This design comes from an exercise in tuning for small area on the open sky130 flow, not from production work.
Where RTL was checked, it was by simulation tests only, not by an equivalence proof against the original.
No driver is modelled on the clock port, so clocking that relies on it looks cheaper here than on a real chip.
Power is estimated from default activity; no workload was simulated.

## top
module top(
    input clk,
    input rst,
    input spi_miso,
    output uart_tx,
    output spi_clk,
    output spi_cs,
    output spi_mosi,
    output led_green,
    output led_blue
);
    reg [5:0] p;     
    reg [2:0] s;     
    reg [4:0] u;     
    localparam [5:0] P24 = 6'd48, P49 = 6'd9;    
    localparam [4:0] U12 = 5'd5,  U24 = 5'd20;   
    wire pt   = (p == P49);
    wire rise = pt & (s == 3'd3);               
    wire tick = (p == P24) & (u == U12);        
    wire oclk = s[2];                           
    always @(posedge clk) begin
        if (rst || pt)
            p <= 6'd0;
        else
            p <= {p[4:0], ~(p[5] ^ p[4])};
    end
    always @(posedge clk) begin
        if (rst) begin
            s <= 3'd0;
            u <= 5'd0;
        end else if (pt) begin
            s <= s + 3'd1;
            u <= (u == U24) ? 5'd0 : {u[3:0], ~(u[4] ^ u[2])};
        end
    end
    localparam PRE = 3'b000, INIT1 = 3'b100, INIT2 = 3'b101, GAP = 3'b001,
               READ1 = 3'b110, READ2 = 3'b111, UART = 3'b010;
    reg [2:0] sg;
    reg [4:0] j;
    reg       r1;    
    reg [3:0] b;     
    wire intr      = sg[2];                      
    wire uart      = (sg == UART);
  ...
Size in the first run: about 510 cells after synthesis, roughly 210 flip-flops, about 9 I/O pins, ~0.0065 mm^2 of cells after synthesis.
==> module top, before the edit <==
module top(
    input clk,
    input rst,
    input spi_miso,
    output uart_tx,
    output spi_clk,
    output spi_cs,
    output spi_mosi,
    output led_green,
    output led_blue
);
    reg [5:0] p;     
    reg [2:0] s;     
    reg [4:0] u;     
    localparam [5:0] P24 = 6'd48, P49 = 6'd9;    
    localparam [4:0] U12 = 5'd5,  U24 = 5'd20;   
    wire pt   = (p == P49);
    wire rise = pt & (s == 3'd3);               
    wire tick = (p == P24) & (u == U12);        
    wire oclk = s[2];                           
    always @(posedge clk) begin
        if (rst || pt)
            p <= 6'd0;
        else
            p <= {p[4:0], ~(p[5] ^ p[4])};
    end
    always @(posedge clk) begin
        if (rst) begin
            s <= 3'd0;
            u <= 5'd0;
        end else if (pt) begin
            s <= s + 3'd1;
            u <= (u == U24) ? 5'd0 : {u[3:0], ~(u[4] ^ u[2])};
        end
    end
    localparam PRE = 3'b000, INIT1 = 3'b100, INIT2 = 3'b101, GAP = 3'b001,
               READ1 = 3'b110, READ2 = 3'b111, UART = 3'b010;
    reg [2:0] sg;
    reg [4:0] j;
    reg       r1;    
    reg [3:0] b;     
    wire intr      = sg[2];                      
    wire uart      = (sg == UART);
    wire frame_end = tick & (b == 4'd15);
    wire jump      = rise && intr && j == 5'd17;
    wire advance   = (rise && j == 5'd31) ||
                     (jump && sg[0]) ||
                     (uart && frame_end && j == 5'd30);
    always @(posedge clk) begin
        if (rst) begin
            sg <= PRE;
            j <= 5'd30;
        end else begin
            if (jump) begin
                case (sg[1:0])
                    2'b00:   j <= r1 ? 5'd31 : 5'd21;    
                    2'b01:   j <= 5'd11;                 
                    2'b10:   j <= 5'd31;                 
                    default: j <= 5'd28;                 
                endcase
            end else if (uart ? frame_end : rise)
                j <= j + 5'd1;
            if (advance)
                case (sg)
                    PRE:     sg <= INIT1;
                    INIT1:   sg <= INIT2;
                    INIT2:   sg <= GAP;
                    GAP:     sg <= READ1;
                    READ1:   sg <= READ2;
                    READ2:   sg <= UART;
                    default: sg <= PRE;
                endcase
        end
    end
    always @(posedge clk) begin
        if (rst)
            r1 <= 1'b1;
        else if (frame_end && uart && j == 5'd28)
            r1 <= 1'b0;
    end
    wire clr = (sg == PRE) && (j == 5'd30);     
    function [15:0] frame(input [1:0] t);
        case (t)
            2'd0: frame = 16'h3101;
            2'd1: frame = 16'h2D08;
            2'd2: frame = 16'hB200;
            default: frame = 16'hB300;
        endcase
    endfunction
    wire [1:0] tr = sg[1:0];
    reg mosi;
    always @(posedge clk) begin
        if (rst)
            mosi <= 1'b0;
        else if (pt && s == 3'd7 && intr && j <= 5'd15)
            mosi <= frame(tr) >> (5'd15 - j);
    end
    assign spi_mosi = mosi;
    assign spi_cs   = ~(intr && j <= 5'd16);
    assign spi_clk  = ~(intr && j <= 5'd15 && !oclk);
    wire run = r1 | uart;
    always @(posedge clk) begin
        if (rst)
            b <= 4'd0;
        else if (tick) begin
            if (b == 4'd0)
                b <= run ? 4'd6 : 4'd0;
            else
                b <= b + 4'd1;
        end
    end
    reg [15:0] sum;
    wire data_bit = r1 ? 1'b0 :
                    (j == 5'd28) ? (b[0] & ~b[2]) :      
                    sum[8];
    assign uart_tx = b[3] ? data_bit : (b != 4'd7);
    wire urot = tick && b[3] && uart && j != 5'd28;
    reg  [12:0] d;       
    reg  [2:0]  r;       
    reg         pend;    
    reg         blue, green;
    wire bits = rise && j >= 5'd8 && j <= 5'd15;      
    wire rd1  = bits && sg == READ1 && j != 5'd15;    
    wire rd2  = bits && sg == READ2;                  
    wire rdq  = rd2 && j >= 5'd10;                    
    wire post = pt && sg == READ2 && j == 5'd16 && s != 3'd3;  
    wire       dvb = rd2 ? spi_miso : d[12];
    wire [3:0] r4  = {r, dvb};
    wire       qb  = (r4 >= 4'd5);
    wire [3:0] rn  = qb ? r4 - 4'd5 : r4;
    reg  [7:0] c;        
    reg        xpend, act;
    wire       xact = act && (c < 8'd13);
    always @(posedge clk) begin
        if (rd1)
            d <= {d[11:0], spi_miso};
        else if (rdq || post)
            d <= {d[11:0], qb};
        else if (xact)
            d <= {d[12], d[12:1]};
    end
    always @(posedge clk) begin
        if (rd2 || post)
            r <= rn[2:0];
        else if (sg != READ2)
            r <= 3'd0;
    end
    always @(posedge clk) begin
        if (rd2 && j == 5'd8)
            pend <= spi_miso;
    end
    reg [129:0] ring;
    always @(posedge clk) begin
        ring <= {ring[128:0], xact ? d[0] : (ring[129] & ~clr)};
    end
    always @(posedge clk) begin
        if (rst) begin
            c <= 8'd0;
            xpend <= 1'b0;
            act <= 1'b0;
        end else begin
            if (act && c == 8'd15)
                c <= 8'd3;
            else if (c == 8'd129)
                c <= 8'd0;
            else
                c <= c + 8'd1;
            if (rise && sg == READ2 && j == 5'd16)
                xpend <= 1'b1;
            else if (c == 8'd129)
                xpend <= 1'b0;
            if (xpend && c == 8'd129)
                act <= 1'b1;
            else if (c == 8'd15)
                act <= 1'b0;
        end
    end
    reg  bw, cy;
    wire nb  = xact & d[0];
    wire ob  = xact & ring[129];
    wire db  = nb ^ ob ^ bw;
    wire sb  = sum[0] ^ db ^ cy;
    always @(posedge clk) begin
        if (act) begin
            bw <= (~nb & ob) | (~(nb ^ ob) & bw);
            cy <= (sum[0] & db) | (cy & (sum[0] ^ db));
        end else begin
            bw <= 1'b0;
            cy <= 1'b0;
        end
    end
    always @(posedge clk) begin
        if (act)
            sum <= {sb, sum[15:1]};
        else if (urot)
            sum <= {sum[0], sum[15:1]};
        else if (clr)
            sum <= {1'b0, sum[15:1]};
    end
    always @(posedge clk) begin
        if (rst) begin
            blue <= 1'b0;
            green <= 1'b0;
        end else if (uart) begin
            blue <= pend;
            if (j == 5'd28 && p != 6'd0)
                green <= (sum >= 16'd36) && (sum <= 16'd65500);
        end
    end
    assign led_blue  = blue;
    assign led_green = green;
endmodule
export LEC_CHECK = 0
export CAP_MARGIN = 20
export CORE_MARGIN = 2
export CORE_UTILIZATION = 70
export SLEW_MARGIN = 20
create_clock -name core_clock -period 30.0 [get_ports {clk}]
standard.sh (not shown) runs the stock make flow with config.mk's settings and CLKGATE_MAP_FILE= SYNTH_SCRIPT=/design/flow/synth_recipe.tcl, a recipe that flattens the netlist after the stock synthesis.
==> flow/flow/run.sh <==
#!/bin/bash
# Layout flow: the standard ORFS flow (standard synthesis unchanged) with
#  - clock tree synthesis without dummy loads and with larger sink clusters,
#  - the smallest buffer on the ports,
#  - cells on paths with slack downsized after clock tree synthesis.
# Each tool's output goes to the ORFS logs under orfs/logs; make's own output
# goes to flow_make.log in the work folder.
set -euo pipefail
here=$(cd "$(dirname "$0")" && pwd)
export CTS_ARGS="-sink_clustering_enable -repair_clock_nets -dont_use_dummy_load -sink_clustering_size 30 -sink_clustering_max_diameter 100"
export BUFFER_PORTS_ARGS="-buffer_cell sky130_fd_sc_hd__buf_1"
export POST_CTS_TCL="$here/post_cts.tcl"
bash standard.sh finish > flow_make.log 2>&1
==> flow/flow/post_cts.tcl <==
# Downsize cells wherever the timing slack allows, then legalize again.
estimate_parasitics -placement
repair_timing -recover_power 100
detailed_placement
check_placement -verbose
The baseline completed with no timing, DRC or antenna violations.
==> next run, changes <==
--- a/flow/design.v
+++ b/flow/design.v
@@ -126,13 +126,16 @@
     wire post = pt && sg == READ2 && j == 5'd16 && s != 3'd3;  
     wire       dvb = rd2 ? spi_miso : d[12];
     wire [3:0] r4  = {r, dvb};
     wire       qb  = (r4 >= 4'd5);
     wire [3:0] rn  = qb ? r4 - 4'd5 : r4;
-    reg  [7:0] c;        
-    reg        xpend, act;
-    wire       xact = act && (c < 8'd13);
+    localparam [7:0] C3 = 8'd7, C12 = 8'd67, C15 = 8'd28, C129 = 8'd242;
+    reg  [7:0] c;
+    reg  [1:0] xs;
+    wire       wrap = (c == C129);
+    wire       act  = xs[1];
+    wire       xact = (xs == 2'd2);
     always @(posedge clk) begin
         if (rd1)
             d <= {d[11:0], spi_miso};
         else if (rdq || post)
             d <= {d[11:0], qb};
@@ -152,30 +155,26 @@
     reg [129:0] ring;
     always @(posedge clk) begin
         ring <= {ring[128:0], xact ? d[0] : (ring[129] & ~clr)};
     end
     always @(posedge clk) begin
-        if (rst) begin
+        if (rst || wrap)
             c <= 8'd0;
-            xpend <= 1'b0;
-            act <= 1'b0;
-        end else begin
-            if (act && c == 8'd15)
-                c <= 8'd3;
-            else if (c == 8'd129)
-                c <= 8'd0;
-            else
-                c <= c + 8'd1;
-            if (rise && sg == READ2 && j == 5'd16)
-                xpend <= 1'b1;
-            else if (c == 8'd129)
-                xpend <= 1'b0;
-            if (xpend && c == 8'd129)
-                act <= 1'b1;
-            else if (c == 8'd15)
-                act <= 1'b0;
-        end
+        else if (xs == 2'd3 && c == C15)
+            c <= C3;         
+        else
+            c <= {c[6:0], ~(c[7] ^ c[5] ^ c[4] ^ c[3])};
+    end
+    always @(posedge clk) begin
+        if (rst)
+            xs <= 2'd0;
+        else case (xs)
+            2'd0: if (rise && sg == READ2 && j == 5'd16) xs <= 2'd1;
+            2'd1: if (wrap) xs <= 2'd2;
+            2'd2: if (c == C12) xs <= 2'd3;
+            default: if (c == C15) xs <= 2'd0;
+        endcase
     end
     reg  bw, cy;
     wire nb  = xact & d[0];
     wire ob  = xact & ring[129];
     wire db  = nb ^ ob ^ bw;
After rerunning: Via count is about the same. Total power rose by 1.8%. Wire length rose by 0.94%. Non-clock buffer count does not change. Die area rose by 0.36%.
Function not checked in the second run of this note: the RTL went through the layout flow alone.

[static timing again, ports no longer ideal]
How much do the figures lean on ideal ports? The routed layouts below were timed once more, with nothing changed but the port constraints.
Step 1 sets driving cells, clkbuf_16 on the clock port and buf_2 on the other inputs (assumed; they add their load-dependent delay and slew).
Step 2 adds t to the input delays and takes it off the output delays; t is the mean of the earliest and latest rising clock arrival at the registers after step 1. Input paths then give back, and output paths get back, about the clock's delay inside the block.
Three values: ideal, step 1, step 2; two values: the first two.
run | t (ns) | setup WS [ns] | latest minus earliest clock arrival (ns) | slew at the worst register clock pin (ns) | pins driven straight from the clock port
the first run | 0.496 | 21.753 / 21.721 / 22.217 | 0.031 / 0.031 | 0.12 / 0.12 | 1
the second run | 0.498 | 21.798 / 21.761 / 22.260 | 0.021 / 0.021 | 0.12 / 0.12 | 1
After both steps setup and hold are still met in every run listed.
